This design comes from an exercise in tuning for small area on the open sky130 flow, not from production work.
Function was checked by simulation only, so behaviour that the tests miss may differ from the original.
Power and IR drop assume default switching activity.

File: flow/flow/run.sh
#!/bin/bash
# Layout flow: the standard synthesis, its combinational logic mapped again
# with an area-oriented ABC script (registers untouched), then the standard flow's
# standard floorplan-to-finish steps.  Each tool's output goes to its own log.
set -euo pipefail
W=$(pwd)
ORFS_WORK=$(grep -o 'WORK_HOME=[^ ]*' standard.sh | head -1 | cut -d= -f2- | tr -d "'")
R=$ORFS_WORK/results/$FLOW_PLATFORM/Maze/base
YOSYS=$FLOW_HOME/../tools/install/yosys/bin/yosys
[ -x "$YOSYS" ] || YOSYS=yosys
LIB=$FLOW_HOME/platforms/$FLOW_PLATFORM/lib/sky130_fd_sc_hd__tt_025C_1v80.lib

# 1. standard synthesis (stops at the synthesized netlist)
bash standard.sh "$R/1_2_yosys.v" > "$W/synth_standard.log" 2>&1
cp "$R/1_2_yosys.v" "$W/netlist_standard.v"

# 2. remap the combinational logic
SEQ=$(awk '/^[ \t]*cell[ \t]*\(/ { gsub(/[()" \t{]/, "", $0); sub(/^cell/, "", $0); name=$0 }
           /^[ \t]*(ff|latch|statetable)[ \t]*\(/ { if (name != "") { print name; name="" } }' "$LIB" | sort -u | tr '\n' ' ')
sed -e "s|@LIB@|$LIB|g" -e "s|@SEQ@|$SEQ|" -e "s|@IN@|$W/netlist_standard.v|" \
    -e "s|@OUT@|$W/netlist_remapped.v|" -e "s|@SCRIPT@|$W/flow/area.abc|" -e "s|@TOP@|$FLOW_TOP|" \
    "$W/flow/remap.ys" > "$W/remap.ys"
"$YOSYS" -l "$W/remap.log" -q -s "$W/remap.ys" > /dev/null 2>&1
# keep the standard netlist if the remap lost any register
n_std=$(grep -c '_DFF\|sky130_fd_sc_hd__[a-z]*df[a-z]*_[0-9]' "$W/netlist_standard.v" || true)
n_new=$(grep -c '_DFF\|sky130_fd_sc_hd__[a-z]*df[a-z]*_[0-9]' "$W/netlist_remapped.v" || true)
if [ "$n_std" = "$n_new" ] && [ "$n_new" -gt 0 ]; then
  cp "$W/netlist_remapped.v" "$R/1_2_yosys.v"
  touch "$R/1_2_yosys.v"
fi

# 3. standard floorplan, placement, clock tree, routing and finish
bash standard.sh finish > "$W/layout_standard.log" 2>&1
File: flow/constraint.sdc
create_clock -name core_clock -period 12.0 [get_ports {clk}]
set_input_delay 2.4000 -clock core_clock [delete_from_list [all_inputs] [get_ports {clk}]]
set_output_delay 2.4000 -clock core_clock [all_outputs]
set_load 0.01 [all_outputs]
File: flow/config.mk
export PLATFORM = sky130hd
export DESIGN_NAME = Maze
export DESIGN_NICKNAME = Maze
export VERILOG_FILES = /design/flow/design.v
export SDC_FILE = /design/flow/constraint.sdc
export NUM_CORES = 4
export LEC_CHECK = 0
export CAP_MARGIN = 20
export CORE_MARGIN = 2
export CORE_UTILIZATION = 40
export CTS_CLUSTER_DIAMETER = 100
export CTS_CLUSTER_SIZE = 20
export PLACE_DENSITY = 0.6
export SLEW_MARGIN = 20
File: flow/flow/area.abc
strash
&get -n
&deepsyn -T 240
&put
strash
&get -n
&st
&dch
&nf -a
&put
strash
&get -n
&st
&syn2
&dch
&nf -a
&put
File: flow/standard.sh
#!/bin/bash
# synth_recipe.tcl (not shown) runs the flow's synth.tcl, then flattens the netlist and writes it again
# the make line also repeats each setting of config.mk as NAME=value (left out here)
make -C /OpenROAD-flow-scripts/flow DESIGN_CONFIG=/design/flow/config.mk WORK_HOME=/design/flow/orfs CLKGATE_MAP_FILE= SYNTH_SCRIPT=/design/flow/synth_recipe.tcl "${@:-finish}"
File: flow/flow/remap.ys
# Maps the standard synthesis's combinational logic again; registers (and their
# names and cell types) are kept as they are.
read_liberty -ignore_miss_func @LIB@
blackbox @SEQ@
read_verilog @IN@
hierarchy -top @TOP@
flatten
opt_clean -purge
techmap
opt -fast
abc -script @SCRIPT@ -liberty @LIB@ -dont_use sky130_fd_sc_hd__probe_p_8 -dont_use sky130_fd_sc_hd__probec_p_8 -dont_use sky130_fd_sc_hd__lpflow_*
opt_clean -purge
splitnets
opt_clean -purge
hilomap -singleton -hicell sky130_fd_sc_hd__conb_1 HI -locell sky130_fd_sc_hd__conb_1 LO
insbuf -buf sky130_fd_sc_hd__buf_4 A X
check
stat -liberty @LIB@
write_verilog -noattr -nohex -nodec @OUT@
File: flow/design.v
module swap_v_layout
#(
    parameter W = 6,
    parameter H = 6,
    parameter S = 1
)
(
    input   wire[(W*H*S - 1):0] src,
    output  wire[(W*H*S - 1):0] dst
);
genvar i;
generate
    for (i = 0; i < H; i = i + 1) 
    begin : loop
        assign dst[(W*S*(i + 1) - 1):(W*S*i)] = src[(W*S*(H - i) - 1):(W*S*(H - i - 1))];
    end
endgenerate
endmodule
module swap_h_layout
#(
    parameter W = 6,
    parameter H = 6,
    parameter S = 1
)
(
    input   wire[(W*H*S - 1):0] src,
    output  wire[(W*H*S - 1):0] dst
);
genvar i, j;
generate
    for (i = 0; i < H; i = i + 1)
    begin : row_loop
        localparam line = i * W * S;
        for (j = 0; j < W; j = j + 1)
        begin : block_loop
            assign dst[line + S * (j + 1) - 1 : line + (S * j)] = 
                   src[line + S * (W - j) - 1 : line + (S * (W - j - 1))];
        end
    end
endgenerate
endmodule
module rotate_l_layout
#(
    parameter W = 6,
    parameter H = 6,
    parameter S = 1
)
(
    input   wire[(W*H*S - 1):0] src,
    output  wire[(W*H*S - 1):0] dst
);
genvar i, j;
generate
    for (i = 0; i < H; i = i + 1)
    begin : row_loop
        for (j = 0; j < W; j = j + 1)
        begin : block_loop
            localparam ij = W - j - 1;
            assign dst[(ij * H + i + 1) * S - 1 : (ij * H + i) * S] = 
                   src[(i * W + j + 1) * S - 1 : (i * W + j) * S];
        end
    end
endgenerate
endmodule
module rotate_r_layout
#(
    parameter W = 6,
    parameter H = 6,
    parameter S = 1
)
(
    input   wire[(W*H*S - 1):0] src,
    output  wire[(W*H*S - 1):0] dst
);
genvar i, j;
generate
    for (i = 0; i < H; i = i + 1)
    begin : row_loop
        for (j = 0; j < W; j = j + 1)
        begin : block_loop
            localparam ii = H - i - 1;
            assign dst[(j * H + ii + 1) * S - 1 : (j * H + ii) * S] = 
                   src[(i * W + j + 1) * S - 1 : (i * W + j) * S];
        end
    end
endgenerate
endmodule
/*verilator lint_off UNOPTFLAT*/
module wall_layout
(
    input wire[3:0] x,
    input wire[3:0] y,
    input wire left,
    input wire top,
    input wire right,
    input wire bottom,
    output wire value
);
localparam EMPTY    = 4'b0000;
localparam SINGLE   = 4'b0001;
localparam ANGLED   = 4'b0011;
localparam STRAIGHT = 4'b0101;
localparam TRIPLE   = 4'b0111;
localparam FULL     = 4'b1111;
wire[5:0] sx;
wire[5:0] sy;
wire v_line;
wire h_line;
wire[35:0] core[15:0];
assign core[EMPTY] =   {6'b000000, 
                        6'b000000,
                        6'b000000,
                        6'b000000,
                        6'b000000,
                        6'b000000};
assign core[SINGLE] =  {6'b000000,
                        6'b001100,
                        6'b010010,
                        6'b010010,
                        6'b010010,
                        6'b010010};
swap_v_layout   T(.src(core[SINGLE]), .dst(core[4'b0100]));
rotate_l_layout R(.src(core[SINGLE]), .dst(core[4'b0010]));
rotate_r_layout L(.src(core[SINGLE]), .dst(core[4'b1000]));
assign core[ANGLED] =  {6'b000000, 
                        6'b000001,
                        6'b000110,
                        6'b001000,
                        6'b001000,
                        6'b010001};
swap_h_layout   LB(.src(core[ANGLED]), .dst(core[4'b1001]));
swap_v_layout   TR(.src(core[ANGLED]), .dst(core[4'b0110]));
swap_h_layout   LT(.src(core[4'b0110]), .dst(core[4'b1100]));
assign core[STRAIGHT]= {6'b010010,
                        6'b010010,
                        6'b010010,
                        6'b010010,
                        6'b010010,
                        6'b010010};
rotate_l_layout   LR(.src(core[STRAIGHT]), .dst(core[4'b1010]));
assign core[TRIPLE] =  {6'b010001,
                        6'b010000,
                        6'b010000,
                        6'b010000,
                        6'b010000,
                        6'b010001};
swap_h_layout     TRB(.src(core[TRIPLE]), .dst(core[4'b1101]));
rotate_l_layout   LTR(.src(core[TRIPLE]), .dst(core[4'b1110]));
rotate_r_layout   LRB(.src(core[TRIPLE]), .dst(core[4'b1011]));
assign core[FULL] =    {6'b100001, 
                        6'b000000,
                        6'b001100,
                        6'b001100,
                        6'b000000,
                        6'b100001};
assign sx = 10 - x;
assign sy = 10 - y; 
assign v_line = (top & (y < 5)) | (bottom & (y > 10));
assign h_line = (left & (x < 5)) | (right & (x > 10));
assign value =  ((x > 4) & (x < 11) & (y > 4) & (y < 11)) ? 
                core[{left, top, right, bottom}][(sy << 2) + (sy << 1) + sx] :
                ((h_line & ((y == 6) | (y == 9))) | (v_line & ((x == 6) | (x == 9))));
endmodule
module food_layout
(
    input wire[3:0] x,
    input wire[3:0] y,
    input wire[1:0] ftype,
    output wire[1:0] value
);
wire[31:0] pixels[3:0];
assign pixels[0] = {8'b00000000,
                    8'b00000000,
                    8'b00000000,
                    8'b00000000};
assign pixels[1] = {8'b00000000,
                    8'b00101000,
                    8'b00101000,
                    8'b00000000};
assign pixels[2] = {8'b00101000,
                    8'b10010110,
                    8'b10010110,
                    8'b00101000};
assign pixels[3] = {8'b10101010,
                    8'b10111110,
                    8'b10111110,
                    8'b10101010};
wire[4:0] index;
wire[1:0] sx;
assign sx = 4'd9 - x;
wire[1:0] sy;
assign sy = 4'd9 - y;
assign index = {sy, sx, 1'b0};
assign value = ((x > 5) & (x < 10) & (y > 5) & (y < 10)) ? {pixels[ftype][index + 1], pixels[ftype][index]} : 0;
endmodule
module delay
(
    input wire clk,
    input wire set,
    input wire rst,
    input wire[7:0] ms,
    output wire free
);
localparam ticks_per_ms = 100000 / 1000 + 1;
localparam counter_size = $clog2(255 * ticks_per_ms + 1);
reg[counter_size - 1:0] counter;
assign free = (counter == 0);
always @(posedge clk)
begin
    if(rst)
        counter <= 0;
    else if(set)
        counter <= ms[0] ? 255 * ticks_per_ms : 0;
    else if(counter > 0)
        counter <= counter - 1;
end
endmodule
module tft_spi
(
    input wire rst,
    input wire clk,
    input wire [7:0]data,
    input wire transmit,
    output reg tft_mosi,
    output wire tft_clk,
    output reg busy
);
reg [2:0] transmit_counter;
reg tft_cs;
assign tft_clk = ~tft_cs;
always @(posedge clk)
begin
    if (rst)
    begin
        transmit_counter <= 0;
        tft_mosi <= 1;
        busy <= 0;
        tft_cs <= 1;
    end
    else
    begin
        if (~busy)
        begin
            tft_mosi <= 1;
            tft_cs <= 1;
        end
        if (transmit && ~busy)
        begin
            transmit_counter <= 7;
            busy <= 1;
        end
        if (busy)
        begin
            tft_mosi <= data[transmit_counter];
            transmit_counter <= transmit_counter - 1;
            busy <= transmit_counter != 0;
            tft_cs <= 0;
        end
    end
end
endmodule
module tft_init
(
    input wire clk,
    input wire rst,
    input wire enable,
    input wire tft_busy,
    input wire tft_transmit,
    input wire[7:0] wait_ms,
    output wire ready,
    output wire[7:0] data,
    output wire dc,
    output wire send,
    output wire busy
);
localparam DC_COUNT = 46;
reg[9:0] entry;
always @(*)
begin
    case (index)
        0:  entry = {2'b10, 8'hff};
        1:  entry = {2'b00, 8'hc0};
        2:  entry = {2'b01, 8'h17};
        3:  entry = {2'b01, 8'h15};
        4:  entry = {2'b00, 8'hc1};
        5:  entry = {2'b01, 8'h41};
        6:  entry = {2'b00, 8'hc5};
        7:  entry = {2'b01, 8'h00};
        8:  entry = {2'b01, 8'h12};
        9:  entry = {2'b01, 8'h80};
        10: entry = {2'b00, 8'h36};
        11: entry = {2'b01, 8'h48};
        12: entry = {2'b00, 8'h3a};
        13: entry = {2'b01, 8'h66};
        14: entry = {2'b00, 8'hb0};
        15: entry = {2'b01, 8'h80};
        16: entry = {2'b00, 8'hb1};
        17: entry = {2'b01, 8'ha0};
        18: entry = {2'b00, 8'hb6};
        19: entry = {2'b01, 8'h02};
        20: entry = {2'b01, 8'h02};
        21: entry = {2'b00, 8'he9};
        22: entry = {2'b01, 8'h00};
        23: entry = {2'b00, 8'hf7};
        24: entry = {2'b01, 8'ha9};
        25: entry = {2'b01, 8'h51};
        26: entry = {2'b01, 8'h2c};
        27: entry = {2'b01, 8'h82};
        28: entry = {2'b00, 8'h11};
        29: entry = {2'b10, 8'hff};
        30: entry = {2'b00, 8'h29};
        31: entry = {2'b00, 8'h00};
        32: entry = {2'b00, 8'h34};
        33: entry = {2'b10, 8'hff};
        34: entry = {2'b00, 8'h2a};
        35: entry = {2'b01, 8'h00};
        36: entry = {2'b01, 8'h00};
        37: entry = {2'b01, 8'h01};
        38: entry = {2'b01, 8'h3f};
        39: entry = {2'b00, 8'h2b};
        40: entry = {2'b01, 8'h00};
        41: entry = {2'b01, 8'h00};
        42: entry = {2'b01, 8'h01};
        43: entry = {2'b01, 8'hdf};
        44: entry = {2'b00, 8'h2c};
        45: entry = {2'b10, 8'h00};
        default: entry = 10'bxxxxxxxxxx;
    endcase
end
reg[5:0] index;
reg set_wait_delay;
wire not_wait;
assign busy = (index < DC_COUNT) & enable;
delay wait_delay
(
    .clk(clk),
    .set(set_wait_delay),
    .rst(rst),
    .ms(wait_ms),
    .free(not_wait)
);
assign ready = busy & (~tft_busy) & (~tft_transmit) & not_wait & (~set_wait_delay);
wire wait_bit_is_up = entry[9];
assign data = entry[7:0];
assign dc = entry[8];
assign send = ~wait_bit_is_up;
always @(posedge clk)
begin
    if(rst)
        index <= 0;
    else if(ready)
        index <= index + 1;
end
always @(posedge clk)
begin
    if(rst)
        set_wait_delay <= 0;
    else
        set_wait_delay <= ready & wait_bit_is_up;
end
endmodule
module scene_exhibitor
(
    input wire clk,
    input wire rst,
    input wire tft_busy,
    input wire tft_transmit,
    input wire enable,
    input wire left,
    input wire top,
    input wire right,
    input wire bottom,
    input wire[1:0] ftype,
    output reg[8:0] x_index,
    output reg[8:0] y_index,
    output wire cell_next,       
    output wire cell_back,       
    output wire scene_end,       
    output wire ready,
    output reg[7:0] data,
    output wire busy
);
localparam HEIGHT = 480;
reg[1:0] color_index;
wire[8:0] x_shifted;
wire[8:0] y_shifted;
assign x_shifted = x_index + 9'd16;
assign y_shifted = y_index + 9'd16;
wire[11:0] gradient_index;
assign gradient_index = ({1'h0, x_index} << 1) + x_index + ({1'h0, y_index} << 1);  
wire[7:0] wall_color;
assign wall_color = color_index == 0 ? 8'h78 - gradient_index[11:4] :
                        color_index == 1 ? gradient_index[11:4] : 8'ha5;
assign busy = (y_index < HEIGHT) & enable;
reg[7:0] food_color;
always @(*)
begin
    case ({color_index, food_value})
        {2'd0, 2'd1}: food_color = 8'hff;
        {2'd1, 2'd1}: food_color = 8'ha5;
        {2'd0, 2'd2}: food_color = 8'hff;
        {2'd1, 2'd2}: food_color = 8'hc0;
        {2'd2, 2'd2}: food_color = 8'hcb;
        {2'd0, 2'd3}: food_color = 8'hff;
        default: food_color = 8'h00;
    endcase
end
wire wall_value;
wall_layout w_layout
(
    .x(x_shifted[4:1]),
    .y(y_shifted[4:1]),
    .left(left),
    .top(top),
    .right(right),
    .bottom(bottom),
    .value(wall_value)
);
wire[1:0] food_value;
food_layout f_layout
(
    .x(x_index[4:1]),
    .y(y_index[4:1]),
    .ftype(ftype),
    .value(food_value)
);
always @(*)
begin
    if(food_value != 0)
        data = food_color;
    else if(wall_value)
        data = wall_color;
    else
        data = 0;  
end
wire exceeded_x_index;
assign exceeded_x_index = (x_index == 320);
assign ready = busy & (~tft_busy) & (~tft_transmit) & (~exceeded_x_index);
assign cell_next = ready & (color_index == 2) & (x_index[4:0] == 5'd31);
assign cell_back = exceeded_x_index & (y_index[4:0] != 5'd31);
assign scene_end = exceeded_x_index & (y_index == 9'd479);
always @(posedge clk)
begin
    if(rst)
        color_index <= 0;
    else if(ready)
        color_index <= color_index == 2 ? 2'd0 : color_index + 2'd1;
end
always @(posedge clk)
begin
    if(rst)
        x_index <= 0;
    else if(exceeded_x_index)
        x_index <= 0;
    else if(ready)
        x_index <= x_index + (color_index == 2 ? 9'd1 : 9'd0);
end
always @(posedge clk)
begin
    if(rst)
        y_index <= 0;
    else
        y_index <= y_index + exceeded_x_index;
end
endmodule
module player
#(
    parameter size = 22
)
(
    input wire rst,
    input wire clk,
    input wire enable,
    input wire tft_busy,
    input wire tft_transmit,
    output reg tft_dc,
    output reg[7:0] tft_data,
    output wire send,
    output reg busy,
    input wire[8:0] pos_x,           
    input wire[8:0] pos_y,
    input wire[2:0] move,            
    input wire[1:0] direction
);
    function [21:0] sprite_row;
        input [1:0] anim;
        input [4:0] r;
        begin
            case ({anim, r})
                {2'd0, 5'd0}: sprite_row = 22'b0000000111111110000000;
                {2'd0, 5'd1}: sprite_row = 22'b0000011111111111100000;
                {2'd0, 5'd2}: sprite_row = 22'b0000111111111111110000;
                {2'd0, 5'd3}: sprite_row = 22'b0001111111111111111000;
                {2'd0, 5'd4}: sprite_row = 22'b0011111111111111111100;
                {2'd0, 5'd5}: sprite_row = 22'b0111111111111101111110;
                {2'd0, 5'd6}: sprite_row = 22'b0111111111111111111110;
                {2'd0, 5'd7}: sprite_row = 22'b1111111111111111111111;
                {2'd0, 5'd8}: sprite_row = 22'b1111111111111111111111;
                {2'd0, 5'd9}: sprite_row = 22'b1111111111111111111111;
                {2'd0, 5'd10}: sprite_row = 22'b1111111111111111111111;
                {2'd0, 5'd11}: sprite_row = 22'b1111111111111111111111;
                {2'd0, 5'd12}: sprite_row = 22'b1111111111111111111111;
                {2'd0, 5'd13}: sprite_row = 22'b1111111111111111111111;
                {2'd0, 5'd14}: sprite_row = 22'b1111111111111111111111;
                {2'd0, 5'd15}: sprite_row = 22'b0111111111111111111110;
                {2'd0, 5'd16}: sprite_row = 22'b0111111111111111111110;
                {2'd0, 5'd17}: sprite_row = 22'b0011111111111111111100;
                {2'd0, 5'd18}: sprite_row = 22'b0001111111111111111000;
                {2'd0, 5'd19}: sprite_row = 22'b0000111111111111110000;
                {2'd0, 5'd20}: sprite_row = 22'b0000011111111111100000;
                {2'd0, 5'd21}: sprite_row = 22'b0000000111111110000000;
                {2'd1, 5'd0}: sprite_row = 22'b0000000000000000000000;
                {2'd1, 5'd1}: sprite_row = 22'b0000010000000000100000;
                {2'd1, 5'd2}: sprite_row = 22'b0000111000000001110000;
                {2'd1, 5'd3}: sprite_row = 22'b0001111000000001111000;
                {2'd1, 5'd4}: sprite_row = 22'b0011111100000011111100;
                {2'd1, 5'd5}: sprite_row = 22'b0111111100000011111110;
                {2'd1, 5'd6}: sprite_row = 22'b0111111110000111111110;
                {2'd1, 5'd7}: sprite_row = 22'b1111111110000111011111;
                {2'd1, 5'd8}: sprite_row = 22'b1111111111001111111111;
                {2'd1, 5'd9}: sprite_row = 22'b1111111111001111111111;
                {2'd1, 5'd10}: sprite_row = 22'b1111111111111111111111;
                {2'd1, 5'd11}: sprite_row = 22'b1111111111111111111111;
                {2'd1, 5'd12}: sprite_row = 22'b1111111111111111111111;
                {2'd1, 5'd13}: sprite_row = 22'b1111111111111111111111;
                {2'd1, 5'd14}: sprite_row = 22'b1111111111111111111111;
                {2'd1, 5'd15}: sprite_row = 22'b0111111111111111111110;
                {2'd1, 5'd16}: sprite_row = 22'b0111111111111111111110;
                {2'd1, 5'd17}: sprite_row = 22'b0011111111111111111100;
                {2'd1, 5'd18}: sprite_row = 22'b0001111111111111111000;
                {2'd1, 5'd19}: sprite_row = 22'b0000111111111111110000;
                {2'd1, 5'd20}: sprite_row = 22'b0000011111111111100000;
                {2'd1, 5'd21}: sprite_row = 22'b0000000111111110000000;
                {2'd2, 5'd0}: sprite_row = 22'b0000000000000000000000;
                {2'd2, 5'd1}: sprite_row = 22'b0000000000000000000000;
                {2'd2, 5'd2}: sprite_row = 22'b0000000000000000000000;
                {2'd2, 5'd3}: sprite_row = 22'b0000000000000000000000;
                {2'd2, 5'd4}: sprite_row = 22'b0011000000000000001100;
                {2'd2, 5'd5}: sprite_row = 22'b0111100000000000011110;
                {2'd2, 5'd6}: sprite_row = 22'b0111110000000000111110;
                {2'd2, 5'd7}: sprite_row = 22'b1111111000000001111111;
                {2'd2, 5'd8}: sprite_row = 22'b1111111100000011111111;
                {2'd2, 5'd9}: sprite_row = 22'b1111111110000111111111;
                {2'd2, 5'd10}: sprite_row = 22'b1111111111001111110111;
                {2'd2, 5'd11}: sprite_row = 22'b1111111111111111111111;
                {2'd2, 5'd12}: sprite_row = 22'b1111111111111111111111;
                {2'd2, 5'd13}: sprite_row = 22'b1111111111111111111111;
                {2'd2, 5'd14}: sprite_row = 22'b1111111111111111111111;
                {2'd2, 5'd15}: sprite_row = 22'b0111111111111111111110;
                {2'd2, 5'd16}: sprite_row = 22'b0111111111111111111110;
                {2'd2, 5'd17}: sprite_row = 22'b0011111111111111111100;
                {2'd2, 5'd18}: sprite_row = 22'b0001111111111111111000;
                {2'd2, 5'd19}: sprite_row = 22'b0000111111111111110000;
                {2'd2, 5'd20}: sprite_row = 22'b0000011111111111100000;
                {2'd2, 5'd21}: sprite_row = 22'b0000000111111110000000;
                default: sprite_row = 22'b0;
            endcase
        end
    endfunction
reg[4:0] pixel_counter_x, pixel_counter_y;
reg[3:0] selection_counter;
reg[1:0] sub_pixel_counter;
reg[2:0] move_last;      
reg[2:0] move_prev;      
reg drawing_background;
reg[11:0] animation_step;
wire[1:0] anim = (animation_step[11:10] == 2'd3) ? 2'd1 : animation_step[11:10];
reg[4:0] rot_r, rot_c;
always @(*)
begin
    case (direction)
        2'd3: begin rot_r = pixel_counter_y;       rot_c = pixel_counter_x;       end
        2'd0: begin rot_r = 5'd21 - pixel_counter_x; rot_c = pixel_counter_y;     end
        2'd1: begin rot_r = 5'd21 - pixel_counter_y; rot_c = 5'd21 - pixel_counter_x; end
        default: begin rot_r = pixel_counter_x;    rot_c = 5'd21 - pixel_counter_y; end
    endcase
end
wire[21:0] srow = sprite_row(anim, rot_r);
wire sprite_bit = srow[5'd21 - rot_c];
wire at_end = (pixel_counter_x == 0) & (pixel_counter_y == size);
wire in_sprite = (pixel_counter_x != size) & (pixel_counter_y != size);
wire step = ~tft_busy & ~tft_transmit;
wire y_axis = (selection_counter > 5);
wire is_max = y_axis ? (selection_counter > 8) : (selection_counter > 3);
wire[8:0] base = y_axis ? pos_y : pos_x;
wire last_inc = move_last[2] & (move_last[1:0] == (y_axis ? 2'd1 : 2'd0));
wire last_dec = move_last[2] & (move_last[1:0] == (y_axis ? 2'd3 : 2'd2));
wire prev_inc = drawing_background & move_prev[2] & (move_prev[1:0] == (y_axis ? 2'd1 : 2'd0));
wire prev_dec = drawing_background & move_prev[2] & (move_prev[1:0] == (y_axis ? 2'd3 : 2'd2));
reg[8:0] offset;
always @(*)
begin
    if (prev_inc)
        offset = 9'd4;                           
    else if (prev_dec)
        offset = is_max ? 9'd27 : 9'd28;         
    else
        offset = is_max ? 9'd26 : 9'd5;          
end
wire[8:0] corner = base + offset - {8'd0, last_inc} + {8'd0, last_dec};
wire send_command = (selection_counter > 0) & (selection_counter < 12);
wire send_pixel = (selection_counter == 12) & in_sprite;
assign send = ~rst & enable & busy & step & (send_command | send_pixel);
always @(*)
begin
    if (send_command)
    begin
        case(selection_counter)
            1:  {tft_dc, tft_data} = {1'b0, 8'h2a};
            6:  {tft_dc, tft_data} = {1'b0, 8'h2b};
            11: {tft_dc, tft_data} = {1'b0, 8'h2c};
            2, 4, 7, 9: {tft_dc, tft_data} = {1'b1, 7'b0, corner[8]};
            default: {tft_dc, tft_data} = {1'b1, corner[7:0]};
        endcase
    end
    else
        {tft_dc, tft_data} = {1'b1, (~drawing_background & sprite_bit & (sub_pixel_counter != 2)) ? 8'hff : 8'h00};
end
always @(posedge clk)
begin
    if (rst)
    begin
        move_last <= 0;
        move_prev <= 0;
    end
    else if (enable & !busy)
    begin
        move_last <= move;
        move_prev <= move_last;
    end
end
always @(posedge clk)
begin
    if (rst)
    begin
        drawing_background <= 0;
        animation_step <= 0;
    end
    else if (enable)
    begin
        if (!busy)
        begin
            animation_step <= animation_step + 1;
            drawing_background <= move_last[2];
        end
        else if (step & selection_counter == 12 & at_end)
        begin
            drawing_background <= ~drawing_background;
        end
    end
end
always @(posedge clk)
begin
    if (rst)
    begin
        pixel_counter_x <= 0;
        pixel_counter_y <= 0;
        sub_pixel_counter <= 0;
    end
    else if (enable)
    begin
        if (!busy)
        begin
            pixel_counter_x <= 0;
            pixel_counter_y <= 0;
        end
        else if (step)
        begin
            if (selection_counter == 12 & in_sprite)
            begin
                sub_pixel_counter <= sub_pixel_counter == 2 ? 2'd0 : sub_pixel_counter + 2'd1;
                if (sub_pixel_counter == 2)
                begin
                    pixel_counter_x <= pixel_counter_x == size - 1 ? 5'd0 : pixel_counter_x + 5'd1;
                    pixel_counter_y <= pixel_counter_x == size - 1 ? pixel_counter_y + 5'd1 : pixel_counter_y;
                end
            end
            else if (at_end & drawing_background)
            begin
                pixel_counter_x <= 0;
                pixel_counter_y <= 0;
            end
        end
    end
end
always @(posedge clk)
begin
    if (rst)
        busy <= 0;
    else if (enable)
    begin
        if (!busy)
            busy <= 1;
        else if (step & selection_counter == 12 & at_end & ~drawing_background)
            busy <= 0;
    end
end
always @(posedge clk)
begin
    if (rst)
        selection_counter <= 0;
    else if (enable)
    begin
        if (!busy)
            selection_counter <= 1;
        else if (step)
        begin
            if (selection_counter > 0 & selection_counter < 12)
                selection_counter <= selection_counter + 1;
            else if (at_end & drawing_background)
                selection_counter <= 1;
        end
    end
end
endmodule
module segment_display
(
    input wire[31:0] number,
    output wire[6:0] disp
);
assign disp =
        number ==  0 ? 7'b1000000 :
        number ==  1 ? 7'b1111001 :
        number ==  2 ? 7'b0100100 :
        number ==  3 ? 7'b0110000 :
        number ==  4 ? 7'b0011001 :
        number ==  5 ? 7'b0010010 :
        number ==  6 ? 7'b0000010 :
        number ==  7 ? 7'b1111000 :
        number ==  8 ? 7'b0000000 :
        number ==  9 ? 7'b0010000 :
        number == 10 ? 7'b0001000 :
        number == 11 ? 7'b0000011 :
        number == 12 ? 7'b1000110 :
        number == 13 ? 7'b0100001 :
        number == 14 ? 7'b0000110 :
        number == 15 ? 7'b0001110 : 7'b1000000;
endmodule
module Maze
(
    input clk,                       
    input true_rst,                  
    input wire button_1,             
    input wire button_2,             
    input wire button_3,             
    input wire button_4,             
    input wire[7:0] seed,
    output wire tft_clk,             
    output wire tft_mosi,            
    output wire tft_dc,              
    output wire tft_rst,             
    output wire tft_cs,              
    output wire[6:0] hex_disp_1,     
    output wire[6:0] hex_disp_2,     
    output wire[6:0] hex_disp_3,     
    output wire[6:0] hex_disp_4      
);
    function [7:0] rnd_p1;
        input [7:0] v;
        begin
            rnd_p1[0] = v[0] ^ v[1];
            rnd_p1[1] = v[1] ^ v[2];
            rnd_p1[2] = v[2] ^ v[3];
            rnd_p1[3] = v[0] ^ v[1] ^ v[3] ^ v[4];
            rnd_p1[4] = v[0] ^ v[1] ^ v[2] ^ v[4] ^ v[5];
            rnd_p1[5] = v[0] ^ v[1] ^ v[2] ^ v[3] ^ v[5] ^ v[6];
            rnd_p1[6] = v[1] ^ v[2] ^ v[3] ^ v[4] ^ v[6] ^ v[7];
            rnd_p1[7] = v[0] ^ v[2] ^ v[4] ^ v[5] ^ v[7];
        end
    endfunction
    function [7:0] rnd_m1;
        input [7:0] v;
        begin
            rnd_m1[0] = v[0] ^ v[1] ^ v[5] ^ v[6] ^ v[7];
            rnd_m1[1] = v[1] ^ v[5] ^ v[6] ^ v[7];
            rnd_m1[2] = v[5] ^ v[6] ^ v[7];
            rnd_m1[3] = v[2] ^ v[5] ^ v[6] ^ v[7];
            rnd_m1[4] = v[0] ^ v[2] ^ v[3] ^ v[5] ^ v[6] ^ v[7];
            rnd_m1[5] = v[2] ^ v[3] ^ v[4];
            rnd_m1[6] = v[0] ^ v[3] ^ v[4] ^ v[5];
            rnd_m1[7] = v[1] ^ v[4] ^ v[5] ^ v[6];
        end
    endfunction
    function [7:0] rnd_p10;
        input [7:0] v;
        begin
            rnd_p10[0] = v[0] ^ v[4] ^ v[6] ^ v[7];
            rnd_p10[1] = v[1] ^ v[2] ^ v[3] ^ v[7];
            rnd_p10[2] = v[1] ^ v[3] ^ v[5];
            rnd_p10[3] = v[3] ^ v[4] ^ v[6];
            rnd_p10[4] = v[0] ^ v[2] ^ v[4] ^ v[5] ^ v[6] ^ v[7];
            rnd_p10[5] = v[2] ^ v[3] ^ v[4] ^ v[5] ^ v[7];
            rnd_p10[6] = v[0] ^ v[1] ^ v[3] ^ v[5] ^ v[6];
            rnd_p10[7] = v[0] ^ v[2] ^ v[3] ^ v[6] ^ v[7];
        end
    endfunction
    function [7:0] rnd_m10;
        input [7:0] v;
        begin
            rnd_m10[0] = v[1] ^ v[3] ^ v[5] ^ v[6];
            rnd_m10[1] = v[1] ^ v[2] ^ v[6] ^ v[7];
            rnd_m10[2] = v[0] ^ v[1] ^ v[2] ^ v[5] ^ v[7];
            rnd_m10[3] = v[2] ^ v[4] ^ v[5] ^ v[6];
            rnd_m10[4] = v[1] ^ v[4] ^ v[6];
            rnd_m10[5] = v[1] ^ v[2] ^ v[4] ^ v[5] ^ v[7];
            rnd_m10[6] = v[1] ^ v[2] ^ v[3] ^ v[5];
            rnd_m10[7] = v[0] ^ v[1] ^ v[2] ^ v[4];
        end
    endfunction
    function [7:0] rnd_p105;
        input [7:0] v;
        begin
            rnd_p105[0] = v[0] ^ v[1] ^ v[2] ^ v[3] ^ v[5] ^ v[6] ^ v[7];
            rnd_p105[1] = v[0] ^ v[3] ^ v[4] ^ v[5] ^ v[6] ^ v[7];
            rnd_p105[2] = v[1] ^ v[4] ^ v[6] ^ v[7];
            rnd_p105[3] = v[3] ^ v[7];
            rnd_p105[4] = v[4] ^ v[5];
            rnd_p105[5] = v[2] ^ v[3] ^ v[5] ^ v[7];
            rnd_p105[6] = v[0] ^ v[2] ^ v[3] ^ v[5];
            rnd_p105[7] = v[0] ^ v[2] ^ v[6] ^ v[7];
        end
    endfunction
localparam DIR_UP = 0;
localparam DIR_RIGHT = 1;
localparam DIR_DOWN = 2;
localparam DIR_LEFT = 3;
wire rst;
reg soft_rst;
assign rst = ~(true_rst & soft_rst);
assign tft_rst = ~rst;
assign tft_cs = 0;
reg init_enable, scene_enable, player_enable;
reg[7:0] random_seed;
reg[7:0] rnd;
wire[7:0] seed_value = random_seed ? random_seed : 8'd1;
always @(posedge clk)
begin
    if (rst)
        rnd <= seed_value;
    else
        rnd <= rnd_p1(rnd);
end
always @(posedge clk)
begin
    if (~true_rst)
        random_seed <= seed;
    else if (rst)
        random_seed <= random_seed + 1;
end
reg[7:0] g;                  
wire filling_stage = (g < 165);
wire expansion_stage;
always @(posedge clk)
begin
    if (rst)
        g <= 0;
    else if (filling_stage | expansion_stage)
        g <= g + 1;
end
reg[2:0] crux1, crux2, crux3;
always @(posedge clk)
begin
    if (g == 151) crux1 <= rnd[2:0];
    if (g == 152) crux2 <= rnd[2:0];
    if (g == 153) crux3 <= rnd[2:0];
end
wire expansion_done = (g == 180);
reg[8:0] player_pos_x, player_pos_y;     
wire[3:0] px = player_pos_x[8:5];
wire[3:0] py = player_pos_y[8:5];
wire[8:0] scene_x, scene_y;
wire[8:0] sxs = scene_x + 9'd16;
wire[8:0] sys = scene_y + 9'd16;
wire[3:0] bx = scene_enable ? sxs[8:5] : px;
wire[3:0] by = scene_enable ? sys[8:5] : py;
wire[14:0] BXg;
wire[19:0] BYg;
genvar i, j;
generate
    for (i = 0; i < 15; i = i + 1)
    begin : bx_dec
        if (i >= 2 && i <= 12)
            assign BXg[i] = (bx == i - 2);
        else
            assign BXg[i] = 1'b0;
    end
    for (i = 0; i < 20; i = i + 1)
    begin : by_dec
        if (i >= 2 && i <= 17)
            assign BYg[i] = (by == i - 2);
        else
            assign BYg[i] = 1'b0;
    end
endgenerate
reg[139:0] hw;       
reg[134:0] vw;       
wire[15:0] Hm, H0, Hp;
wire[10:0] Vm, V0, Vp;
generate
    for (i = 0; i < 16; i = i + 1)
    begin : h_first
        if (i == 0 || i == 15)
        begin : border
            assign Hm[i] = 1'b1;
            assign H0[i] = 1'b1;
            assign Hp[i] = 1'b1;
        end
        else
        begin : inner
            wire[9:0] row = hw[(i - 1) * 10 +: 10];
            assign Hm[i] = |(row & BXg[12:3]);
            assign H0[i] = |(row & BXg[11:2]);
            assign Hp[i] = |(row & BXg[10:1]);
        end
    end
    for (i = 0; i < 11; i = i + 1)
    begin : v_first
        if (i == 0 || i == 10)
        begin : border
            assign Vm[i] = 1'b1;
            assign V0[i] = 1'b1;
            assign Vp[i] = 1'b1;
        end
        else
        begin : inner
            wire[14:0] col;
            for (j = 0; j < 15; j = j + 1)
            begin : bits
                assign col[j] = vw[j * 9 + i - 1];
            end
            assign Vm[i] = |(col & BYg[17:3]);
            assign V0[i] = |(col & BYg[16:2]);
            assign Vp[i] = |(col & BYg[15:1]);
        end
    end
endgenerate
wire h_0_m1 = |(H0 & BYg[18:3]);     
wire h_0_0  = |(H0 & BYg[17:2]);     
wire h_0_p1 = |(H0 & BYg[16:1]);     
wire h_0_p2 = |(H0 & BYg[15:0]);     
wire h_m_0  = |(Hm & BYg[17:2]);     
wire h_m_p1 = |(Hm & BYg[16:1]);     
wire h_p_0  = |(Hp & BYg[17:2]);     
wire h_p_p1 = |(Hp & BYg[16:1]);     
wire v_0_m1 = |(V0 & BXg[13:3]);     
wire v_0_0  = |(V0 & BXg[12:2]);     
wire v_0_p1 = |(V0 & BXg[11:1]);     
wire v_0_p2 = |(V0 & BXg[10:0]);     
wire v_m_0  = |(Vm & BXg[12:2]);     
wire v_m_p1 = |(Vm & BXg[11:1]);     
wire v_p_0  = |(Vp & BXg[12:2]);     
wire v_p_p1 = |(Vp & BXg[11:1]);     
reg[149:0] flags;    
wire[9:0] Frow;      
wire[14:0] Fcol;     
generate
    for (i = 0; i < 10; i = i + 1)
    begin : f_row
        wire[14:0] col;
        for (j = 0; j < 15; j = j + 1)
        begin : bits
            assign col[j] = flags[j * 10 + i];
        end
        assign Frow[i] = |(col & BYg[16:2]);
    end
    for (i = 0; i < 15; i = i + 1)
    begin : f_col
        assign Fcol[i] = |(flags[i * 10 +: 10] & BXg[11:2]);
    end
endgenerate
wire f_self  = |(Frow & BXg[11:2]);
wire f_left  = |(Frow & BXg[12:3]);
wire f_right = |(Frow & BXg[10:1]);
wire f_up    = |(Fcol & BYg[17:3]);
wire f_down  = |(Fcol & BYg[15:1]);
wire[3:0] valid_directions;
assign valid_directions[DIR_UP]    = (py > 0)  & h_0_m1 & h_0_0 & v_m_0 & v_m_p1;
assign valid_directions[DIR_RIGHT] = (px < 9)  & v_0_p1 & v_0_p2 & h_p_0 & h_p_p1;
assign valid_directions[DIR_DOWN]  = (py < 14) & h_0_p1 & h_0_p2 & v_p_0 & v_p_p1;
assign valid_directions[DIR_LEFT]  = (px > 0)  & v_0_m1 & v_0_0 & h_m_0 & h_m_p1;
wire have_valid_direction = |valid_directions;
wire[1:0] r0 = rnd[1:0];
wire[1:0] direction_gen = valid_directions[r0] ? r0 :
                          valid_directions[r0 + 2'd1] ? r0 + 2'd1 :
                          valid_directions[r0 + 2'd2] ? r0 + 2'd2 : r0 + 2'd3;
wire gen_active = ~filling_stage & ~expansion_done;
wire walking_stage = gen_active & (have_valid_direction | (px != 0) | (py != 0));
assign expansion_stage = gen_active & ~walking_stage;
wire maze_gen_busy = filling_stage | gen_active;
wire push = walking_stage & have_valid_direction;
wire pop = walking_stage & ~have_valid_direction;
wire back_up    = ~h_0_0 & f_up;
wire back_right = ~v_0_p1 & f_right;
wire back_down  = ~h_0_p1 & f_down;
wire[3:0] e = rnd[3:0];
wire[3:0] rnd_9    = (e < 9)  ? e : (e - 4'd9);
wire[3:0] rnd_10   = (e < 10) ? e : (e - 4'd10);
wire[3:0] rnd_1_14 = (e < 14) ? (e + 4'd1) : (e - 4'd13);
wire[3:0] rnd_15   = (e < 15) ? e : 4'd0;
wire push_up    = push & (direction_gen == DIR_UP);
wire push_down  = push & (direction_gen == DIR_DOWN);
wire push_right = push & (direction_gen == DIR_RIGHT);
wire push_left  = push & (direction_gen == DIR_LEFT);
wire push_h = push_up | push_down;
wire push_v = push_right | push_left;
wire[15:0] h_row_en;
wire[9:0] h_col_en;
wire[14:0] v_row_en;
wire[10:0] v_col_en;
generate
    for (i = 1; i < 15; i = i + 1)
    begin : h_row
        assign h_row_en[i] = (push_up & BYg[i + 2]) | (push_down & BYg[i + 1]) | (expansion_stage & (rnd_1_14 == i));
    end
    for (i = 0; i < 10; i = i + 1)
    begin : h_col
        assign h_col_en[i] = (push_h & BXg[i + 2]) | (expansion_stage & (rnd_10 == i));
    end
    for (i = 0; i < 15; i = i + 1)
    begin : v_row
        assign v_row_en[i] = (push_v & BYg[i + 2]) | (expansion_stage & (rnd_15 == i));
    end
    for (i = 1; i < 10; i = i + 1)
    begin : v_col
        assign v_col_en[i] = (push_left & BXg[i + 2]) | (push_right & BXg[i + 1]) | (expansion_stage & (rnd_9 + 4'd1 == i));
    end
endgenerate
assign h_row_en[0] = 1'b0;
assign h_row_en[15] = 1'b0;
assign v_col_en[0] = 1'b0;
assign v_col_en[10] = 1'b0;
generate
    for (i = 0; i < 140; i = i + 1)
    begin : h_loop
        wire clr = h_row_en[i / 10 + 1] & h_col_en[i % 10];
        if (i == 0)
        begin : special
            always @(posedge clk)
                if (g == 10)
                    hw[i] <= 1'b1;
                else if (clr)
                    hw[i] <= 1'b0;
        end
        else
        begin : normal
            always @(posedge clk)
                if (rst)
                    hw[i] <= 1'b1;
                else if (clr)
                    hw[i] <= 1'b0;
        end
    end
    for (i = 0; i < 135; i = i + 1)
    begin : v_loop
        wire clr = v_row_en[i / 9] & v_col_en[i % 9 + 1];
        if (i == 0)
        begin : special
            always @(posedge clk)
                if (g == 1)
                    vw[i] <= 1'b1;
                else if (clr)
                    vw[i] <= 1'b0;
        end
        else
        begin : normal
            always @(posedge clk)
                if (rst)
                    vw[i] <= 1'b1;
                else if (clr)
                    vw[i] <= 1'b0;
        end
    end
endgenerate
wire first_cell_step;
reg[1:0] direction;
reg button_1_reg, button_2_reg, button_3_reg, button_4_reg;
reg setting_direction;
reg path_free;
reg player_counter;
reg[16:0] sub_seconds_counter;
reg[15:0] seconds_counter;
reg[13:0] score;
reg[13:0] final_score;
wire player_busy;
assign first_cell_step = setting_direction & (player_pos_x[4:0] == 0) & (player_pos_y[4:0] == 0);
wire direction_1_free = player_enable ? ~v_0_p1 : ~vw[0];
wire direction_2_free = player_enable ? ~h_0_p1 : ~hw[0];
wire direction_3_free = player_enable & ~v_0_0;
wire direction_4_free = player_enable & ~h_0_0;
wire[1:0] direction_wire = button_1_reg & direction_1_free ? 2'd0 :
                           button_2_reg & direction_2_free ? 2'd1 :
                           button_3_reg & direction_3_free ? 2'd2 :
                           button_4_reg & direction_4_free ? 2'd3 : direction;
wire play_step = player_enable & ~player_busy;
wire eat = play_step & first_cell_step & ~f_self;
wire flag_we = gen_active | eat;
wire flag_wd = gen_active ? have_valid_direction : 1'b1;
generate
    for (i = 0; i < 150; i = i + 1)
    begin : flag_loop
        wire sel = flag_we & BYg[i / 10 + 2] & BXg[i % 10 + 2];
        always @(posedge clk)
            if (sel)
                flags[i] <= flag_wd;
    end
endgenerate
reg[7:0] food_rnd;       
wire scene_cell_next, scene_cell_back, scene_end;
wire[3:0] fx = scene_enable ? scene_x[8:5] : px;
wire[3:0] fy = scene_enable ? scene_y[8:5] : py;
wire[3:0] crux1_x = ((crux1 < 5) ? {1'b0, crux1} : {1'b0, crux1} - 4'd5) + 4'd5;
wire[3:0] crux1_y =  (crux1 < 7) ? {1'b0, crux1} : 4'd0;
wire[3:0] crux2_x =  (crux2 < 5) ? {1'b0, crux2} : {1'b0, crux2} - 4'd5;
wire[3:0] crux2_y = ((crux2 < 7) ? {1'b0, crux2} : 4'd0) + 4'd8;
wire[3:0] crux3_x = ((crux3 < 5) ? {1'b0, crux3} : {1'b0, crux3} - 4'd5) + 4'd5;
wire[3:0] crux3_y = ((crux3 < 7) ? {1'b0, crux3} : 4'd0) + 4'd8;
wire is_crux = ((fx == crux1_x) & (fy == crux1_y)) |
               ((fx == crux2_x) & (fy == crux2_y)) |
               ((fx == crux3_x) & (fy == crux3_y));
wire is_rare = food_rnd < 21;
wire[1:0] food_type = is_crux ? 2'd3 : (is_rare ? 2'd2 : 2'd1);
wire move = play_step & ~first_cell_step & (player_counter == 0) & path_free;
wire move_x_inc = move & (direction == 0) & (player_pos_x[8:5] < 9);
wire move_y_inc = move & (direction == 1) & (player_pos_y[8:5] < 14);
wire move_x_dec = move & (direction == 2) & (player_pos_x > 0);
wire move_y_dec = move & (direction == 3) & (player_pos_y > 0);
wire[2:0] player_move = {move_x_inc | move_y_inc | move_x_dec | move_y_dec, direction};
always @(posedge clk)
begin
    if (rst)
        food_rnd <= seed_value;
    else if (scene_cell_next)
        food_rnd <= rnd_p1(food_rnd);
    else if (scene_end)
        food_rnd <= rnd_p105(food_rnd);
    else if (scene_cell_back)
        food_rnd <= rnd_m10(food_rnd);
    else if (move)
    begin
        case (direction)
            0: if (player_pos_x[8:5] < 9 && player_pos_x[4:0] == 31) food_rnd <= rnd_p1(food_rnd);
            1: if (player_pos_y[8:5] < 14 && player_pos_y[4:0] == 31) food_rnd <= rnd_p10(food_rnd);
            2: if (player_pos_x > 0 && player_pos_x[4:0] == 0) food_rnd <= rnd_m1(food_rnd);
            3: if (player_pos_y > 0 && player_pos_y[4:0] == 0) food_rnd <= rnd_m10(food_rnd);
        endcase
    end
end
wire spi_busy;
reg tx;              
reg[7:0] tx_data;
reg tx_dc;
wire init_ready, init_dc, init_send, init_busy;
wire[7:0] init_data;
wire scene_ready, scene_busy;
wire[7:0] scene_data;
wire player_send, player_dc;
wire[7:0] player_data;
always @(posedge clk)
begin
    if (rst)
        tx <= 0;
    else
        tx <= (init_ready & init_send) | scene_ready | player_send;
end
always @(posedge clk)
begin
    if (init_ready)
        {tx_dc, tx_data} <= {init_dc, init_data};
    else if (scene_ready)
        {tx_dc, tx_data} <= {1'b1, scene_data};
    else if (player_send)
        {tx_dc, tx_data} <= {player_dc, player_data};
end
assign tft_dc = tx_dc;
tft_spi spi_transmitter
(
    .rst(rst),
    .clk(clk),
    .data(tx_data),
    .transmit(tx),
    .tft_mosi(tft_mosi),
    .tft_clk(tft_clk),
    .busy(spi_busy)
);
tft_init tft_initializer
(
    .clk(clk),
    .rst(rst),
    .enable(init_enable),
    .tft_busy(spi_busy),
    .tft_transmit(tx),
    .wait_ms(tx_data),
    .ready(init_ready),
    .data(init_data),
    .dc(init_dc),
    .send(init_send),
    .busy(init_busy)
);
scene_exhibitor scene
(
    .clk(clk),
    .rst(rst),
    .tft_busy(spi_busy),
    .tft_transmit(tx),
    .enable(scene_enable),
    .left(sxs[8:5] == 0 ? 1'b0 : h_m_0),
    .top(sys[8:5] == 0 ? 1'b0 : v_m_0),
    .right(sxs[8:5] == 10 ? 1'b0 : h_0_0),
    .bottom(sys[8:5] == 15 ? 1'b0 : v_0_0),
    .ftype(food_type),
    .x_index(scene_x),
    .y_index(scene_y),
    .cell_next(scene_cell_next),
    .cell_back(scene_cell_back),
    .scene_end(scene_end),
    .ready(scene_ready),
    .data(scene_data),
    .busy(scene_busy)
);
player player
(
    .clk(clk),
    .rst(rst),
    .tft_busy(spi_busy),
    .tft_transmit(tx),
    .busy(player_busy),
    .tft_dc(player_dc),
    .tft_data(player_data),
    .send(player_send),
    .enable(player_enable),
    .pos_x(player_pos_x),
    .pos_y(player_pos_y),
    .move(player_move),
    .direction(direction)
);
segment_display display_1(.number(final_score[3:0]), .disp(hex_disp_1));
segment_display display_2(.number(final_score[7:4]), .disp(hex_disp_2));
segment_display display_3(.number(final_score[11:8]), .disp(hex_disp_3));
segment_display display_4(.number({2'b00, final_score[13:12]}), .disp(hex_disp_4));
always @(posedge clk)
begin
    button_1_reg <= ~button_1;
    button_2_reg <= ~button_2;
    button_3_reg <= ~button_3;
    button_4_reg <= ~button_4;
end
always @(posedge clk)
begin
    if (rst)
        soft_rst <= 1;
    else if (player_enable & (&flags))
        soft_rst <= 0;
end
always @(posedge clk)
begin
    if (rst)
        final_score <= 0;
    else
        final_score <= ({2'b00, score} < seconds_counter) ? 14'd0 : score - seconds_counter[13:0];
end
always @(posedge clk)
begin
    if (rst)
    begin
        init_enable <= 0;
        scene_enable <= 0;
        player_enable <= 0;
    end
    else
    begin
        if (~maze_gen_busy & ~init_enable & ~scene_enable & ~player_enable)
            init_enable <= 1;
        if (init_enable & ~init_busy)
        begin
            init_enable <= 0;
            scene_enable <= 1;
        end
        if (scene_enable & ~scene_busy)
        begin
            scene_enable <= 0;
            player_enable <= 1;
        end
    end
end
always @(posedge clk)
begin
    if (rst)
        setting_direction <= 1;
    else if (play_step)
    begin
        if (first_cell_step)
            setting_direction <= 0;
        else if (player_counter == 0)
            setting_direction <= 1;
    end
end
always @(posedge clk)
begin
    if (rst)
        direction <= 2;
    else if (first_cell_step)
        direction <= direction_wire;
end
always @(posedge clk)
begin
    if (rst)
        path_free <= 0;
    else if (first_cell_step)
        path_free <= ((direction_wire == 0) & direction_1_free) |
                     ((direction_wire == 1) & direction_2_free) |
                     ((direction_wire == 2) & direction_3_free) |
                     ((direction_wire == 3) & direction_4_free);
end
always @(posedge clk)
begin
    if (rst)
        score <= 150;
    else if (eat)
    begin
        case (food_type)
            2'd1: score <= score + 4;
            2'd2: score <= score + 16;
            default: score <= score + 64;
        endcase
    end
end
always @(posedge clk)
begin
    if (rst)
    begin
        player_pos_x <= 0;
        player_pos_y <= 0;
        player_counter <= 0;
    end
    else if (push)
    begin
        case (direction_gen)
            DIR_UP:    player_pos_y[8:5] <= py - 1;
            DIR_RIGHT: player_pos_x[8:5] <= px + 1;
            DIR_DOWN:  player_pos_y[8:5] <= py + 1;
            default:   player_pos_x[8:5] <= px - 1;
        endcase
    end
    else if (pop)
    begin
        if (back_up)
            player_pos_y[8:5] <= py - 1;
        else if (back_right)
            player_pos_x[8:5] <= px + 1;
        else if (back_down)
            player_pos_y[8:5] <= py + 1;
        else
            player_pos_x[8:5] <= px - 1;
    end
    else if (play_step & ~first_cell_step)
    begin
        player_counter <= ~player_counter;
        if (player_counter == 0)
        begin
            if (path_free)
            begin
                case (direction)
                    0: player_pos_x <= player_pos_x[8:5] < 9 ? player_pos_x + 1 : player_pos_x;
                    1: player_pos_y <= player_pos_y[8:5] < 14 ? player_pos_y + 1 : player_pos_y;
                    2: player_pos_x <= player_pos_x > 0 ? player_pos_x - 1 : player_pos_x;
                    3: player_pos_y <= player_pos_y > 0 ? player_pos_y - 1 : player_pos_y;
                endcase
            end
        end
    end
end
always @(posedge clk)
begin
    if (rst)
    begin
        sub_seconds_counter <= 100000 - 1;
        seconds_counter <= 0;
    end
    begin
        if (player_enable)
        begin
            sub_seconds_counter <= sub_seconds_counter == 0 ? 100000 - 1 : sub_seconds_counter - 1;
            seconds_counter <= sub_seconds_counter == 0 ? seconds_counter + 1 : seconds_counter;
        end
    end
end
endmodule
==> reports/metrics.cfg, run 1 <==
[status]
status = finished clean

[grt]
grt_pass1_vias = 38481
grt_pass1_wl_um = 258000
grt_max_degree = 107
grt_use_total = 0.345
antenna_found_initial = 5
gr-total-overflow = 0

[die]
die_w_um = 313
row_count = 113
die_y_um = 313
io_pins = 47
initial_core_util = 0.403
die_area_um2 = 97900
core_um2 = 94700

[placement]
dp_hpwl_um = 120000
place_congestion = 1.05
port_buffers = 44

[timing]
worstMarginPinSlew_ps = 1240
finalHoldViolations = 0
setup_violations = 0
fin_crit_sh = 0.760
fmaxAchievable_mhz = 110
rsz0062_at_grt = false
finalClockSkew_ps = 42.8
drv_slew = 0
relSlewSlack = 0.169
setup_tns_ps = 0
fin_crit_ps = 9120
timing.hold.ws_ps = 465

[power_and_ir_drop]
p_per_area_nw_per_um2 = 103
ir_drop_mv = 0.0954
p_leak_nw = 14.6

[layout]
max_flop_register = flags
syn_to_final_growth_pct = 12.3
reg_top3 = flags: 150 flops, hw: 140 flops, vw: 135 flops
fin_nets = 4802
drive_gt1_frac = 0.0531
n_fill_cell = 9431
largest_reg_flops = 150

[setup_path]
cp-end-kind = flip-flop
arrival_ps = 9690
cp.required_ps = 12570
worstSetupPathType = flip-flop to flip-flop
slowest_delay_ps = 1030
cp_cell_sequence = nand3_1 > o21ai_0 > a22oi_1 > buf_4 > a22oi_1 > a31oi_1 > a2111oi_0 > o2bb2ai_1 > nor4_1 > nand4b_1 > o41ai_1 > or3_1 > o211ai_1 > clkinv_1 > a21oi_1 > buf_4 > o21ai_0 > nand2_1
cp_slowest_cell = a21oi_1
path_max_fanout = 23
cp-start-kind = flip-flop

[clock_tree]
cts_setup_buffers = 0
holdBufCountCts = 0
root_buffer = clkbuf_16
clkLatencyLatePin_ps = 660
cts_tree = yes
numClockSinks = 660
clockBufferDepth = 3
cts_resized = 0
cts.htree.levels = 2
path_clk_slew_ps = 90
cts-buffers-inserted = 42

[synth]
yosysWarnings = 12
synth.cell_area_um2 = 38200
netlist_instances = 4559
syn_avg_cell_area_um2 = 8.37

[flow_run]
maxCapViolCount = 0

[route]
avgViaCountPerCell = 6.85
via_count = 41711
drc_errors = 0
firstDrtPassIters = 10
routed_wirelength_um = 175000
initialDrtViolationCount = 6743
wire_per_inst_um = 28.8
ant_nets = 0

[min_path]
hold_class = flip-flop to flip-flop

worst max-delay path, delay by kind of cell, from the launching register on:
kind | cells | cell delay (ps)
compound gates | 10 | 4790
simple gates | 5 | 2230
buf+inv | 3 | 1190
flops | 1 | 820
final timing paths:
| kind | startpoint | endpoint | slack (ps) | cells past startpoint |
|---|---|---|---|---|
| max | scene.y_index[5] | hw[98] | 2880 | 18 |
| max reg2reg | scene.y_index[5] | hw[98] | 2880 | 18 |
| min reg2reg | player_counter | player_counter | 470 | 1 |
| min | player_counter | player_counter | 470 | 1 |
layout by cell type, fill, tap and decap left out, types with 22 or more instances in the layout:
master,n
nor2_1,549
nand2_1,522
dfxtp_1,442
o21ai_0,414
a21oi_1,305
edfxtp_1,217
a22oi_1,187
nor3_1,164
buf_4,143
nand3_1,133
xnor2_1,132
nand4_1,118
a221oi_1,90
clkinv_1,86
a22o_1,80
and3_1,71
xor2_1,63
o22ai_1,54
o22a_1,53
a31oi_1,52
nand2b_1,51
a211oi_1,47
a222oi_1,46
and2_0,46
clkdlybuf4s50_1,44
nor4_1,43
clkbuf_16,43
or3_1,36
nor2b_1,35
a32oi_1,33
o211ai_1,31
a221o_1,28
a21o_1,24
o21a_1,24
or2_0,22
metal layers:
| metal | global-route usage | wire, um | vias up |
|---|---|---|---|
| met5 | 0 | 13 | - |
| met4 | 0.201 | 12000 | 2 |
| met3 | 0.0846 | 20000 | 768 |
| met2 | 0.519 | 74700 | 2787 |
| met1 | 0.450 | 68700 | 19858 |
| li1 | - | - | 18296 |
layout make-up:
type | instances | area [um^2] | area share
flip-flops and latches | 660 | 15400 | 0.359
well taps | 1265 | 1580 | 0.0369
clock inverters | 10 | 104 | 0.00242
diodes | 3 | 7.51 | 0.000175
repair buffers | 188 | 1520 | 0.0354
clock buffers | 63 | 1170 | 0.0273
inverters | 88 | 339 | 0.00791
multi-input cells | 3808 | 22700 | 0.531
stage by stage:
step           utilization  setup slack (ps)  instance area [um^2]  cells  total power, mW
2_1_floorplan            -               527                 38200   4560             2.76
3_3_place_gp         0.438              3580                 41500   6007             2.92
3_5_place_dp         0.439              3180                 41500   6008             2.91
4_1_cts              0.452              3170                 42800   6081             4.44
5_1_grt              0.452              2660                 42800   6082             4.55
6_report             0.452              2880                 42900   6085             4.42
where the power goes:
group | internal (mW) | switching, mW
Sequential | 2.33 | 0.0493
Combinational | 0.193 | 0.310
Clock | 0.694 | 0.846
==> inputs of run 2 (changes only) <==
--- a/flow/design.v
+++ b/flow/design.v
@@ -86,5 +86,4 @@
 endgenerate
 endmodule
-/*verilator lint_off UNOPTFLAT*/
 module wall_layout
 (
@@ -97,68 +96,23 @@
     output wire value
 );
-localparam EMPTY    = 4'b0000;
-localparam SINGLE   = 4'b0001;
-localparam ANGLED   = 4'b0011;
-localparam STRAIGHT = 4'b0101;
-localparam TRIPLE   = 4'b0111;
-localparam FULL     = 4'b1111;
-wire[5:0] sx;
-wire[5:0] sy;
-wire v_line;
-wire h_line;
-wire[35:0] core[15:0];
-assign core[EMPTY] =   {6'b000000, 
-                        6'b000000,
-                        6'b000000,
-                        6'b000000,
-                        6'b000000,
-                        6'b000000};
-assign core[SINGLE] =  {6'b000000,
-                        6'b001100,
-                        6'b010010,
-                        6'b010010,
-                        6'b010010,
-                        6'b010010};
-swap_v_layout   T(.src(core[SINGLE]), .dst(core[4'b0100]));
-rotate_l_layout R(.src(core[SINGLE]), .dst(core[4'b0010]));
-rotate_r_layout L(.src(core[SINGLE]), .dst(core[4'b1000]));
-assign core[ANGLED] =  {6'b000000, 
-                        6'b000001,
-                        6'b000110,
-                        6'b001000,
-                        6'b001000,
-                        6'b010001};
-swap_h_layout   LB(.src(core[ANGLED]), .dst(core[4'b1001]));
-swap_v_layout   TR(.src(core[ANGLED]), .dst(core[4'b0110]));
-swap_h_layout   LT(.src(core[4'b0110]), .dst(core[4'b1100]));
-assign core[STRAIGHT]= {6'b010010,
-                        6'b010010,
-                        6'b010010,
-                        6'b010010,
-                        6'b010010,
-                        6'b010010};
-rotate_l_layout   LR(.src(core[STRAIGHT]), .dst(core[4'b1010]));
-assign core[TRIPLE] =  {6'b010001,
-                        6'b010000,
-                        6'b010000,
-                        6'b010000,
-                        6'b010000,
-                        6'b010001};
-swap_h_layout     TRB(.src(core[TRIPLE]), .dst(core[4'b1101]));
-rotate_l_layout   LTR(.src(core[TRIPLE]), .dst(core[4'b1110]));
-rotate_r_layout   LRB(.src(core[TRIPLE]), .dst(core[4'b1011]));
-assign core[FULL] =    {6'b100001, 
-                        6'b000000,
-                        6'b001100,
-                        6'b001100,
-                        6'b000000,
-                        6'b100001};
-assign sx = 10 - x;
-assign sy = 10 - y; 
-assign v_line = (top & (y < 5)) | (bottom & (y > 10));
-assign h_line = (left & (x < 5)) | (right & (x > 10));
-assign value =  ((x > 4) & (x < 11) & (y > 4) & (y < 11)) ? 
-                core[{left, top, right, bottom}][(sy << 2) + (sy << 1) + sx] :
-                ((h_line & ((y == 6) | (y == 9))) | (v_line & ((x == 6) | (x == 9))));
+localparam[4095:0] PATTERN = {
+    256'b0000001001000000000000100100000000000010010000000000001001000000000000100100000000000100001000001111100000011111000000011000000000000001100000001111100000011111000001000010000000000010010000000000001001000000000000100100000000000010010000000000001001000000,
+    256'b0000000000000000000000000000000000000000000000000000000000000000000000000000000000000000000000001111111111111111000000000000000000000000000000001111100000011111000001000010000000000010010000000000001001000000000000100100000000000010010000000000001001000000,
+    256'b0000001001000000000000100100000000000010010000000000001001000000000000100100000000000010001000000000001000011111000000100000000000000010000000000000001000011111000000100010000000000010010000000000001001000000000000100100000000000010010000000000001001000000,
+    256'b0000000000000000000000000000000000000000000000000000000000000000000000000000000000000000000000000000000000111111000000001100000000000001000000000000000100011111000000100010000000000010010000000000001001000000000000100100000000000010010000000000001001000000,
+    256'b0000001001000000000000100100000000000010010000000000001001000000000000100100000000000100001000001111100000011111000000000000000000000000000000001111111111111111000000000000000000000000000000000000000000000000000000000000000000000000000000000000000000000000,
+    256'b0000000000000000000000000000000000000000000000000000000000000000000000000000000000000000000000001111111111111111000000000000000000000000000000001111111111111111000000000000000000000000000000000000000000000000000000000000000000000000000000000000000000000000,
+    256'b0000001001000000000000100100000000000010010000000000001001000000000000100100000000000010001000000000000100011111000000010000000000000000110000000000000000111111000000000000000000000000000000000000000000000000000000000000000000000000000000000000000000000000,
+    256'b0000000000000000000000000000000000000000000000000000000000000000000000000000000000000000000000000000000111111111000000100000000000000010000000000000000111111111000000000000000000000000000000000000000000000000000000000000000000000000000000000000000000000000,
+    256'b0000001001000000000000100100000000000010010000000000001001000000000000100100000000000100010000001111100001000000000000000100000000000000010000001111100001000000000001000100000000000010010000000000001001000000000000100100000000000010010000000000001001000000,
+    256'b0000000000000000000000000000000000000000000000000000000000000000000000000000000000000000000000001111110000000000000000110000000000000000100000001111100010000000000001000100000000000010010000000000001001000000000000100100000000000010010000000000001001000000,
+    256'b0000001001000000000000100100000000000010010000000000001001000000000000100100000000000010010000000000001001000000000000100100000000000010010000000000001001000000000000100100000000000010010000000000001001000000000000100100000000000010010000000000001001000000,
+    256'b0000000000000000000000000000000000000000000000000000000000000000000000000000000000000000000000000000000110000000000000100100000000000010010000000000001001000000000000100100000000000010010000000000001001000000000000100100000000000010010000000000001001000000,
+    256'b0000001001000000000000100100000000000010010000000000001001000000000000100100000000000100010000001111100010000000000000001000000000000011000000001111110000000000000000000000000000000000000000000000000000000000000000000000000000000000000000000000000000000000,
+    256'b0000000000000000000000000000000000000000000000000000000000000000000000000000000000000000000000001111111110000000000000000100000000000000010000001111111110000000000000000000000000000000000000000000000000000000000000000000000000000000000000000000000000000000,
+    256'b0000001001000000000000100100000000000010010000000000001001000000000000100100000000000010010000000000001001000000000000100100000000000010010000000000000110000000000000000000000000000000000000000000000000000000000000000000000000000000000000000000000000000000,
+    256'b0000000000000000000000000000000000000000000000000000000000000000000000000000000000000000000000000000000000000000000000000000000000000000000000000000000000000000000000000000000000000000000000000000000000000000000000000000000000000000000000000000000000000000
+};
+assign value = PATTERN[{left, top, right, bottom, y, x}];
 endmodule
 module food_layout
==> run 2 against run 1 <==
Utilization rose by 0.30 points; sequential share of layout area up 0.90 points; sequential cell count stayed put; via count decreased by 3.9%; worst setup slack worse by 360 ps; cell count shrank 2.6%; sequential power is essentially flat; combinational power up 7.0%; clock power hardly changed; fmax fell by 3.8%; highest routed layer unchanged; still clean on timing, DRC and antenna.
==> reports/metrics.cfg, run 2 <==
[status]
status = finished clean

[layout]
fin_nets = 4667  ; -2.8%
final_cell_mix = nand2_1 (628), nor2_1 (517), o21ai_0 (493), dfxtp_1 (442), a21oi_1 (244)
largest_reg_flops = 150  ; unchanged
drive_gt1_frac = 0.0564  ; +0.00323
syn_to_final_growth_pct = 12.6

[route]
highest_layer = met5
ant_nets = 0  ; unchanged
routed_wirelength_um = 160000  ; -8.6%
met1_length_um = 62800  ; -8.5%
initialDrtViolationCount = 6301  ; -6.6%
drc_errors = 0  ; unchanged
wl_met2_um = 67200  ; -10%
wire_per_inst_um = 27.1  ; -6.1%
dr_wl_met3_um = 18700  ; -6.4%

[clock_tree]
cts_setup_buffers = 0  ; unchanged
path_clk_slew_ps = 90  ; about the same
clkLatencyLatePin_ps = 670  ; about the same
root_buffer = clkbuf_16
cts.htree.levels = 2  ; unchanged
cts_tree = yes
cts_resized = 0  ; unchanged
numClockSinks = 660  ; unchanged
clockBufferDepth = 3  ; unchanged

[min_path]
hold_class = flip-flop to flip-flop
min_path_cells = 2  ; +1
min_from = hw[126]
whs_endpoint = hw[126]

[timing]
setup_tns_ps = 0  ; unchanged
timing.final.ws_setup_ps = 2510  ; -363 ps
finalClockSkew_ps = 78.8  ; +36.0 ps
rsz0062_at_grt = false
finalHoldViolations = 0  ; unchanged
fmaxAchievable_mhz = 105  ; -3.8%
drv_slew = 0  ; unchanged
worstMarginPinSlew_ps = 1200  ; -38.2 ps
relSlewSlack = 0.196  ; +0.0274
fin_crit_sh = 0.790  ; +0.0303
setup_violations = 0  ; unchanged

[power_and_ir_drop]
seqPwrFrac = 0.537  ; about the same
p_leak_nw = 14.1  ; -3.4%
p_clk_frac = 0.342  ; -0.006
ir_drop_mv = 0.108  ; +13%
comb_power_share = 0.121  ; +0.007
p_switching_mw = 1.22  ; +1.6%
power_mw = 4.46  ; +0.80%
switching_share = 0.275  ; +0.00220

[setup_path]
r2r_end = vw[48]
cp.required_ps = 12550  ; -20 ps
regToRegStartpoint = scene_enable
cp-start-kind = flip-flop
path_max_fanout = 35  ; +52%
arrival_ps = 10030  ; +340 ps
reg2reg_slack_ps = 2510  ; -360 ps
rr_worst_depth = 20  ; +2

[grt]
grt_use_total = 0.327  ; -0.0181
antenna_found_initial = 6  ; +1
grt_pass1_wl_um = 239000  ; -7.3%
grt_max_degree = 92  ; -14%

[placement]
placed_cell_area_um2 = 40500  ; -2.5%
dp_cells = 5850  ; -2.6%

[synth]
yosysWarnings = 11  ; -1
synth.cell_area_um2 = 37100  ; -2.7%
syn_avg_cell_area_um2 = 8.39  ; +0.28%

[flow_run]
maxCapViolCount = 0  ; unchanged

[die]
die_w_um = 309  ; -1.3%
die_y_um = 309  ; -1.3%
core_um2 = 91800  ; -3.1%
die_area_um2 = 95300  ; -2.7%
row_count = 111  ; -1.8%
initial_core_util = 0.404  ; +0.00158

run 2: final cells by class:
cell class,count,area [um^2],share of cell area
Antenna cell,2,5.00,0.000120
Clock buffer,62,1130,0.0269
Clock inverter,12,134,0.00320
Inverter,71,268,0.00640
Multi-Input combinational cell,3689,21800,0.522
Sequential cell,660,15400,0.368
Tap cell,1243,1560,0.0372
Timing Repair Buffer,189,1520,0.0363
run 2: worst max path at each step:
| stage | startpoint | to | slack [ps] | depth (start not counted) |
|---|---|---|---|---|
| floorplan | scene_enable | flags[0] | 1320 | 11 |
| global placement | scene_enable | vw[86] | 2560 | 20 |
| detailed placement | scene_enable | vw[77] | 2560 | 20 |
| CTS | scene_enable | vw[77] | 2490 | 20 |
| global route | scene_enable | vw[93] | 2320 | 20 |
| finish | scene_enable | vw[48] | 2510 | 20 |
run 2: power groups by stage:
stage               combinational, mW  sequential (mW)  clock (mW)
floorplan                       0.392             2.43           0
global placement                0.525             2.44           0
detailed placement              0.528             2.44           0
CTS                             0.532             2.39        1.55
global route                    0.593             2.40        1.62
finish                          0.538             2.39        1.52
run 2: worst max-delay path, stage by stage (launching register included):
cell and delay, ps:
dfxtp_2 640, mux2i_2 330, buf_4 410, nand3_1 850
and4_1 570, buf_4 320, nand2_1 140, nor4b_1 610
a21oi_1 290, or4_1 570, or3_1 370, o41ai_1 540
nor4_1 220, nor4bb_2 700, nor2_1 170, and2_0 530
nand2_1 480, a2bb2oi_1 620, nor2b_1 680, o21ai_0 200
nand2_1 110
run 2: routing by layer:
metal  up-vias  global-route usage
met5         -                   0
met4         4               0.201
met3       776              0.0784
met2      2720               0.486
met1     18900               0.428
li1      17699                   -
run 2: stage by stage:
step / util / hold WS, ps
2_1_floorplan: - / 435
3_3_place_gp: 0.440 / 446
3_5_place_dp: 0.441 / 452
4_1_cts: 0.455 / 467
5_1_grt: 0.455 / 481
6_report: 0.455 / 467

[static timing again, ports no longer ideal]
How much do the figures lean on ideal ports? The routed layouts below were timed once more, with nothing changed but the port constraints. Step 1 (the two cells are an assumption about what drives the block):
set clk [get_ports {clk}]
set_driving_cell -lib_cell sky130_fd_sc_hd__clkbuf_16 $clk
set_driving_cell -lib_cell sky130_fd_sc_hd__buf_2 [delete_from_list [all_inputs] $clk]
Step 2 moves the port delays by t, midway between the first and last clock arrival at a register: inputs arrive t later, outputs are due t later. That takes back most of the time a late clock gives input paths. a / b / c = ideal / step 1 / step 2; a / b = the first two.
| run | t (ns) | slack for setup (ns) | clock arrival spread, ns | worst slew at a driven data input, ns |
|---|---|---|---|---|
| run 1 | 0.710 | 2.878 / 2.878 / 2.878 | 0.043 / 0.043 | 0.04 |
| run 2 | 0.702 | 2.515 / 2.515 / 2.515 | 0.079 / 0.079 | 0.04 |
After both steps setup and hold are still met in every run listed.
